This design comes from an exercise in tuning for small area on the open sky130 flow, not from production work. Only the layout flow was run in this run; the RTL was not checked for function there. Power and IR drop assume default switching activity.

===== design.v =====
`timescale 1ns / 1ps
module lock_ctrl(
    input wire clk,
    input wire rst,
    input wire set_password,
    input wire enter,
    input wire test,
    input wire f2,             
    input wire [1:0] d,        
    input wire [2:0] dig,      
    output wire idle,          
    output wire [6:0] segs,    
    output reg  gled0,
    output reg  gled1,
    output reg  rled0,
    output reg  rled1,
    output reg  rled2
);
localparam S0 = 3'd0, S1 = 3'd1, S2 = 3'd2, S3 = 3'd3, S4 = 3'd4, S5 = 3'd5, S6 = 3'd6, IDLE = 3'd7;
reg [2:0] cur;
reg [2:0] nxt;
assign idle = (cur == IDLE);
reg [1:0] num7, num6, num5;
always @(posedge clk or posedge rst) begin
    if (rst) begin
        num7 <= 2'd0;
        num6 <= 2'd0;
        num5 <= 2'd0;
    end else if (set_password || test) begin
        num7 <= 2'd0;
        num6 <= 2'd0;
        num5 <= 2'd0;
    end else if ((cur == S1 || cur == S3) && f2) begin
        if (num7 == 2'd0)      num7 <= d;
        else if (num6 == 2'd0) num6 <= d;
        else if (num5 == 2'd0) num5 <= d;
    end
end
always @(posedge clk or posedge rst) begin
    if (rst) begin
        cur <= IDLE;
        nxt <= S0;
    end else begin
        cur <= nxt;
        case (cur)
            S0: if (set_password) nxt <= S1;
            S1: if (enter) nxt <= S2;
            S2: if (test) nxt <= S3;
            S3: if (enter) nxt <= S4;
            S4: if (gled1) nxt <= S5;
                else if (rled2) nxt <= S6;
                else if (test) nxt <= S3;
            S5: if (set_password) nxt <= S1;
            default: ;
        endcase
    end
end
reg flag0, flagf;
always @(posedge clk) begin
    case (cur)
        S0: begin flag0 <= 1'b1; flagf <= 1'b0; gled0 <= 1'b0; end
        S1: begin flag0 <= 1'b0; gled0 <= 1'b0; end
        S2: begin flag0 <= 1'b1; gled0 <= 1'b1; end
        S3: flag0 <= 1'b0;
        S4: flag0 <= 1'b1;
        S5: flag0 <= 1'b1;
        S6: begin flag0 <= 1'b0; flagf <= 1'b1; end
        default: ;
    endcase
end
reg [1:0] pw7, pw6, pw5;
reg [1:0] scur, snxt;
reg [3:0] cnt;
reg flag;
always @(posedge clk or posedge rst) begin
    if (rst) begin
        gled1 <= 1'b0;
        rled0 <= 1'b0;
        rled1 <= 1'b0;
        rled2 <= 1'b0;
        flag  <= 1'b0;
    end else if (cur == S1) begin
        gled1 <= 1'b0;
        rled0 <= 1'b0;
        rled1 <= 1'b0;
        rled2 <= 1'b0;
    end else if (cur == S3) begin
        flag <= 1'b0;
    end else if (scur == 2'd3) begin
        gled1 <= 1'b1;
        rled0 <= 1'b0;
        rled1 <= 1'b0;
        rled2 <= 1'b0;
    end else if (cnt == 4'd10 && !flag) begin
        if (!rled0) begin
            rled0 <= 1'b1;
            flag  <= 1'b1;
        end else if (!rled1) begin
            rled1 <= 1'b1;
            flag  <= 1'b1;
        end else if (!rled2) begin
            rled2 <= 1'b1;
            flag  <= 1'b1;
        end
    end
end
always @(posedge clk or posedge rst) begin
    if (rst) begin
        pw7 <= 2'd0;
        pw6 <= 2'd0;
        pw5 <= 2'd0;
    end else if (cur == S2 && !test) begin
        pw7 <= num7;
        pw6 <= num6;
        pw5 <= num5;
    end
end
always @(posedge clk or posedge rst) begin
    if (rst) begin
        scur <= 2'd0;
        snxt <= 2'd0;
    end else begin
        scur <= snxt;
        if (cur == S1 || cur == S3)
            snxt <= 2'd0;
        else if (cur == S4)
            case (scur)
                2'd0: if (num7 == pw7) snxt <= 2'd1;
                2'd1: if (num6 == pw6) snxt <= 2'd2;
                2'd2: if (num5 == pw5) snxt <= 2'd3;
                default: ;
            endcase
    end
end
always @(posedge clk or posedge rst) begin
    if (rst)
        cnt <= 4'd0;
    else if (cur == S3)
        cnt <= 4'd0;
    else if (cur == S4 && cnt != 4'd10)
        cnt <= cnt + 4'd1;
end
reg [6:0] seg;    
reg [1:0] shown;
always @(*) begin
    if (dig == 3'd7)      shown = num7;
    else if (dig == 3'd6) shown = num6;
    else if (dig == 3'd5) shown = num5;
    else                  shown = 2'd0;
end
always @(posedge clk) begin
    if (flag0)
        seg <= 7'b1000000;
    else if (flagf)
        seg <= 7'b0001110;
    else
        case (shown)
            2'd0: seg <= 7'b1111111;
            2'd1: seg <= 7'b1111001;
            2'd2: seg <= 7'b0100100;
            default: seg <= 7'b0110000;
        endcase
end
assign segs = seg;
endmodule
`timescale 1ns / 1ps
module top(
    input wire clk,
    input wire rst,
    input wire set_password,
    input wire enter,
    input wire test,
    input wire [3:0] row,
    output wire [3:0] col,
    output wire [7:0] led_en,
    output wire led_ca,
    output wire led_cb,
    output wire led_cc,
    output wire led_cd,
    output wire led_ce,
    output wire led_cf,
    output wire led_cg,
    output wire led_dp,
    output wire gled0,
    output wire gled1,
    output wire rled0,
    output wire rled1,
    output wire rled2
);
reg [7:0] c200;
reg [2:0] r5;
reg [2:0] dig;
reg [1:0] q;
wire f200 = c200[7] & c200[6] & c200[2] & c200[1] & c200[0];    
wire cnt_end = f200 & r5[2];                                     
always @(posedge clk or posedge rst) begin
    if (rst) begin
        c200 <= 8'd0;
        r5   <= 3'd0;
        dig  <= 3'd0;
        q    <= 2'd0;
    end else begin
        c200 <= f200 ? 8'd0 : c200 + 8'd1;
        if (f200) begin
            dig <= dig + 3'd1;
            r5  <= r5[2] ? 3'd0 : r5 + 3'd1;
        end
        if (cnt_end) q <= q + 2'd1;
    end
end
assign led_en = ~(8'd1 << dig);
wire idle;
assign col = idle ? 4'b1111 : ~(4'd1 << q);
reg [3:0] kh, km, kt;
reg f1, f2;
wire [3:0] pe = ~row & ~kh;                     
wire shift = cnt_end & (q != 2'd0);
wire fire = shift & pe[3] & ~pe[2] & ~pe[1] & ~pe[0];
always @(posedge clk or posedge rst) begin
    if (rst) begin
        kh <= 4'd0;
        km <= 4'd0;
        kt <= 4'd0;
        f1 <= 1'b0;
        f2 <= 1'b0;
    end else begin
        if (shift) begin
            kh <= km;
            km <= kt;
            kt <= ~row;
        end
        f1 <= fire;
        f2 <= f1;
    end
end
wire [1:0] d = {q[1], ~q[0]};
wire [6:0] segs;
lock_ctrl u_ctrl(
    .clk(clk), .rst(rst),
    .set_password(set_password), .enter(enter), .test(test),
    .f2(f2), .d(d), .dig(dig),
    .idle(idle), .segs(segs),
    .gled0(gled0), .gled1(gled1), .rled0(rled0), .rled1(rled1), .rled2(rled2)
);
assign {led_cg, led_cf, led_ce, led_cd, led_cc, led_cb, led_ca} = segs;
assign led_dp = 1'b1;
endmodule

===== run.sh =====
#!/bin/bash
# synth_recipe.tcl (not shown) runs the flow's synth.tcl, then flattens the netlist and writes it again
# the make line also repeats each setting of config.mk as NAME=value (left out here)
make -C /OpenROAD-flow-scripts/flow DESIGN_CONFIG=/design/flow/config.mk WORK_HOME=/design/flow/orfs CLKGATE_MAP_FILE= SYNTH_SCRIPT=/design/flow/synth_recipe.tcl finish

===== config.mk =====
export PLATFORM = sky130hd
export DESIGN_NAME = top
export DESIGN_NICKNAME = top
export VERILOG_FILES = /design/flow/design.v
export SDC_FILE = /design/flow/constraint.sdc
export NUM_CORES = 4
export LEC_CHECK = 0
export CAP_MARGIN = 20
export CORE_MARGIN = 2
export CORE_UTILIZATION = 40
export CTS_BUF_LIST = sky130_fd_sc_hd__clkbuf_4
export CTS_CLUSTER_SIZE = 20
export SLEW_MARGIN = 20

===== constraint.sdc =====
create_clock -name core_clock -period 10.0 [get_ports {clk}]
set_input_delay 2.0000 -clock core_clock [delete_from_list [all_inputs] [get_ports {clk}]]
set_output_delay 2.0000 -clock core_clock [all_outputs]
set_load 0.01 [all_outputs]

==> summary.md <==
| Metric | Value |
|---|---|
| All-Layer GR Usage | 0.145 |
| Overflow after GRT | 0 |
| Final WS setup | 5.95 ns |
| Ant. Diodes | 0 |
| Pwr dens | 186 nW/um2 |
| CTS tree | done |
| Drt total wl | 5.85 mm |
| I/O pins | 34 |
| Yosys reg bits | 71 |
| Slew of the pin with the lowest slew margin | 0.767 ns |
| # clock sinks | 71 |
| Slew HR | 0.489 |
| CP Capture Type | output port |
| Largest net degree at the start of global routing | 62 |
| Die H | 95.1 um |
| Hold buffers post-CTS | 0 |
| First-pass GRT wire length | 10.1 mm |
| Area contributors post-synth | dfrtp_1, ha_1, nand2_1, dfxtp_1, a21oi_1 |
| Reg2reg path depth | 5 |
| Crit-path cells | nand3_1 > nand2_1 > clkdlybuf4s50_1 |
| Worst-Skew Late Latency | 0.41 ns |
| CP Launch Type | flop |
| Post-Synthesis Cells | 326 |
| Status | finished clean |
| CP arrival | 2.05 ns |
| CP max-delay cell | dfstp_2 |
| Synth area leader | dfrtp_1 |
| Final Hold Viols | 0 |
| Crit share post-route | 0.405 |
| Setup TNS | 0 ns |
| Multi-input gate area | 1450 um2 |
| EDFF count, synth | 3 |
| Power, Total | 0.720 mW |
| Post-layout nets | 389 |
| WP buf/inv | 1 |
| Drt via density | 4.91 |
| MaxCap Viol Count | 0 |
| Data required time of the critical path | 8.00 ns |
| Start point of the critical path | u_ctrl.cur[2]$_DFF_PP1_ |
| Vias in the first global route | 2,135 |
| Die footprint | 9050 um2 |
| Mapped cell area | 3320 um2 |
| Largest delay share family, worst path | flip-flops |
| Initial antenna violation count | 0 |
| Ys flop type | dfrtp_1 |
| Die span in x | 95.1 um |
| Crit path max fanout | 20 |
| First-iteration detailed-routing DRC count | 87 |
| Hold_sp | f1$_DFF_PP0_ |
| Slew Limit Fails | 0 |
| Crit. path cell count | 3 |
| Hold worst-path end | f2$_DFF_PP0_ |
| Hold Crit Depth | 0 |
| PortBufs | 32 |
| H-tree depth | 3 |
| CTS Buffer Depth | 2 |
| Peak supply drop | 0.0628 mV |
| RSZ-0062 raised after global routing | false |
| Share of layout cells above drive strength 1 | 0.0956 |
| Post-cts resize count | 0 |
| Clock skew | 0.0125 ns |
| Post-route cell area | 3870 um2 |
| Synth Warn # | 2 |
| CP peak stage delay | 0.72 ns |
| Fmax | 247 MHz |
| Reg2reg end | kt[1]$_DFFE_PP0P_ |
| Hold Path Class | reg -> reg |
| Clock Tree Root | clkbuf_4 |
| DR pass1 iterations | 4 |
| Ys async rst share | 0.859 |
| Routed wire length per instance | 12.4 um |
| Reg2reg setup slack | 8.11 ns |
| Core area | 8130 um2 |
| Dpl hpwl | 4.18 mm |
| Placement Cell Area | 3730 um2 |
| Post-synthesis sequential area ratio | 0.530 |
| Area share of the largest cell type after synthesis | 0.437 |
| Pre-CTS setup slack | 6.37 ns |
| Area Overhead vs Synth | 16.4% |
| Leak | 1.81 nW |
| Flip-flop and latch area | 1760 um2 |
| WS Path Type | reg -> out |
| DRC viols | 0 |
| Starting Density | 0.408 |
| DR vias | 2,313 |
| Netlist cell types | 50 |
| Final worst path period need | 4.05 ns |
| Antenna-violating nets left | 0 |
| Syn_nets | 354 |
| Post-Route Utilization | 0.475 |
| Post-CTS setup buffer count | 0 |
| Clock slew at reported path FFs | 0.11 ns |
| Reg-to-reg startpoint | c200[2]$_DFF_PP0_ |
| Total CTS buffers | 9 |
| RePlAce Congestion | 0.779 |
| Synthesized area per cell | 10.2 um2 |
| Filler Cell Count | 768 |
| Setup violations, final | 0 |
| Std cell rows | 33 |
[metrics by stage]
step / instances / hold WS, ns
CTS: 471 / 0.368
global route: 471 / 0.374
floorplan: 326 / 0.331
global placement: 455 / 0.333
detailed placement: 455 / 0.336
finish: 471 / 0.360
[registers in the layout (all words and copies together), names as in the netlist, 3 cells and up]
signal	count
u_ctrl.seg	7
r5	3
u_ctrl.cnt	4
km	4
dig	3
kh	4
c200	8
u_ctrl.cur	3
u_ctrl.nxt	3
kt	4
[report_power, final]
| part | leakage (nW) | switching (mW) | internal, mW |
|---|---|---|---|
| combinational | 0.849 | 0.0863 | 0.0823 |
| clock | 0.0719 | 0.0977 | 0.0800 |
| sequential | 0.890 | 0.0403 | 0.334 |
[layout make-up]
class                           count  area share
Timing Repair Buffer               33      0.0848
Clock buffer                       11      0.0214
Tap cell                          105      0.0340
Multi-Input combinational cell    228       0.374
Sequential cell                    71       0.455
Clock inverter                      5      0.0129
Inverter                           18      0.0175
[layer usage]
layer	share of wire	routed length [um]	vias to the layer above	global-route usage
met1	0.50	2920	1072	0.204
met3	0.040	237	14	0.0372
met5	0	0	-	0
met2	0.43	2540	49	0.208
li1	-	-	1178	-
met4	0.025	148	0	0.0676
[cell usage after synthesis (6+ instances only)]
master / n
a21o_1: 6
a21oi_1: 20
dfrtp_1: 58
dfxtp_1: 7
ha_1: 19
inv_1: 18
mux2_2: 8
nand2_1: 57
nand3_1: 7
nor2_1: 23
nor3_1: 11
o21ai_0: 12
xnor2_1: 6
xor2_1: 6
[placed cells by master, fill, tap and decap left out, drive strengths merged, types with 2 or more instances in the layout]
| master | n |
|---|---|
| o21a | 4 |
| and3 | 2 |
| nand2 | 57 |
| nand2b | 4 |
| dfxtp | 7 |
| clkinv | 3 |
| nor3 | 12 |
| nor2b | 2 |
| nand3b | 5 |
| edfxtp | 3 |
| dfrtp | 58 |
| mux2 | 8 |
| inv | 18 |
| mux2i | 4 |
| or3 | 3 |
| o21ai | 15 |
| nand3 | 8 |
| ha | 19 |
| a22o | 2 |
| nor2 | 24 |
| clkbuf | 11 |
| xnor2 | 6 |
| a31oi | 2 |
| o22ai | 3 |
| a21o | 6 |
| xor2 | 6 |
| clkdlybuf4s50 | 32 |
| a21oi | 20 |
| dfstp | 3 |
[logic make-up after synthesis]
family / after synthesis / share of synthesized area
and+or+nand+nor: 124 / 0.176
DFF: 71 / 0.530
AOI/OAI and AO/OA: 60 / 0.116
buffers and inverters: 27 / 0.0343
adders and majority gates: 19 / 0.0716
xor gates and xnor gates: 12 / 0.0317
muxes: 12 / 0.0392
other: 1 / 0.00113
[worst max-delay path by stage]
stage | endpoint
after detailed placement | col[2]
after CTS | col[2]
final | col[2]
after global routing | col[2]
after global placement | col[1]
after floorplan | c200[0]$_DFF_PP0_
[worst register-to-register path, stage by stage, from the launching register on]
cell	delay (ns)
dfrtp_1	0.39
and3_1	0.27
and3_1	0.50
nand3b_2	0.37
nand2_1	0.15
o21ai_0	0.08

[afterwards: timing with drivers on the ports]
No port has a modelled driver above. Below, the same layout with a new extraction and two added sets of constraints.
Step 1: set_driving_cell puts a clkbuf_16 on clk and a buf_2 on each other input, an assumption about the parent block.
Step 2 also shifts input and output timing later by t, the mid clock arrival at the registers, as if the neighbouring blocks saw the same clock.
Three values: no drivers, after step 1, after step 2; two values: the first two.
t (ns): 0.429
slack for setup (ns): 5.947 / 5.918 / 6.347
worst hold slack (ns): 0.360 / 0.360 / 0.360
worst setup path at the end: register to output
worst data-port slew with drivers (ns): 0.05
After both steps this run still meets setup and hold. For this run, drivers alone change the setup slack by -0.029 ns; drivers and shift together by +0.400 ns.
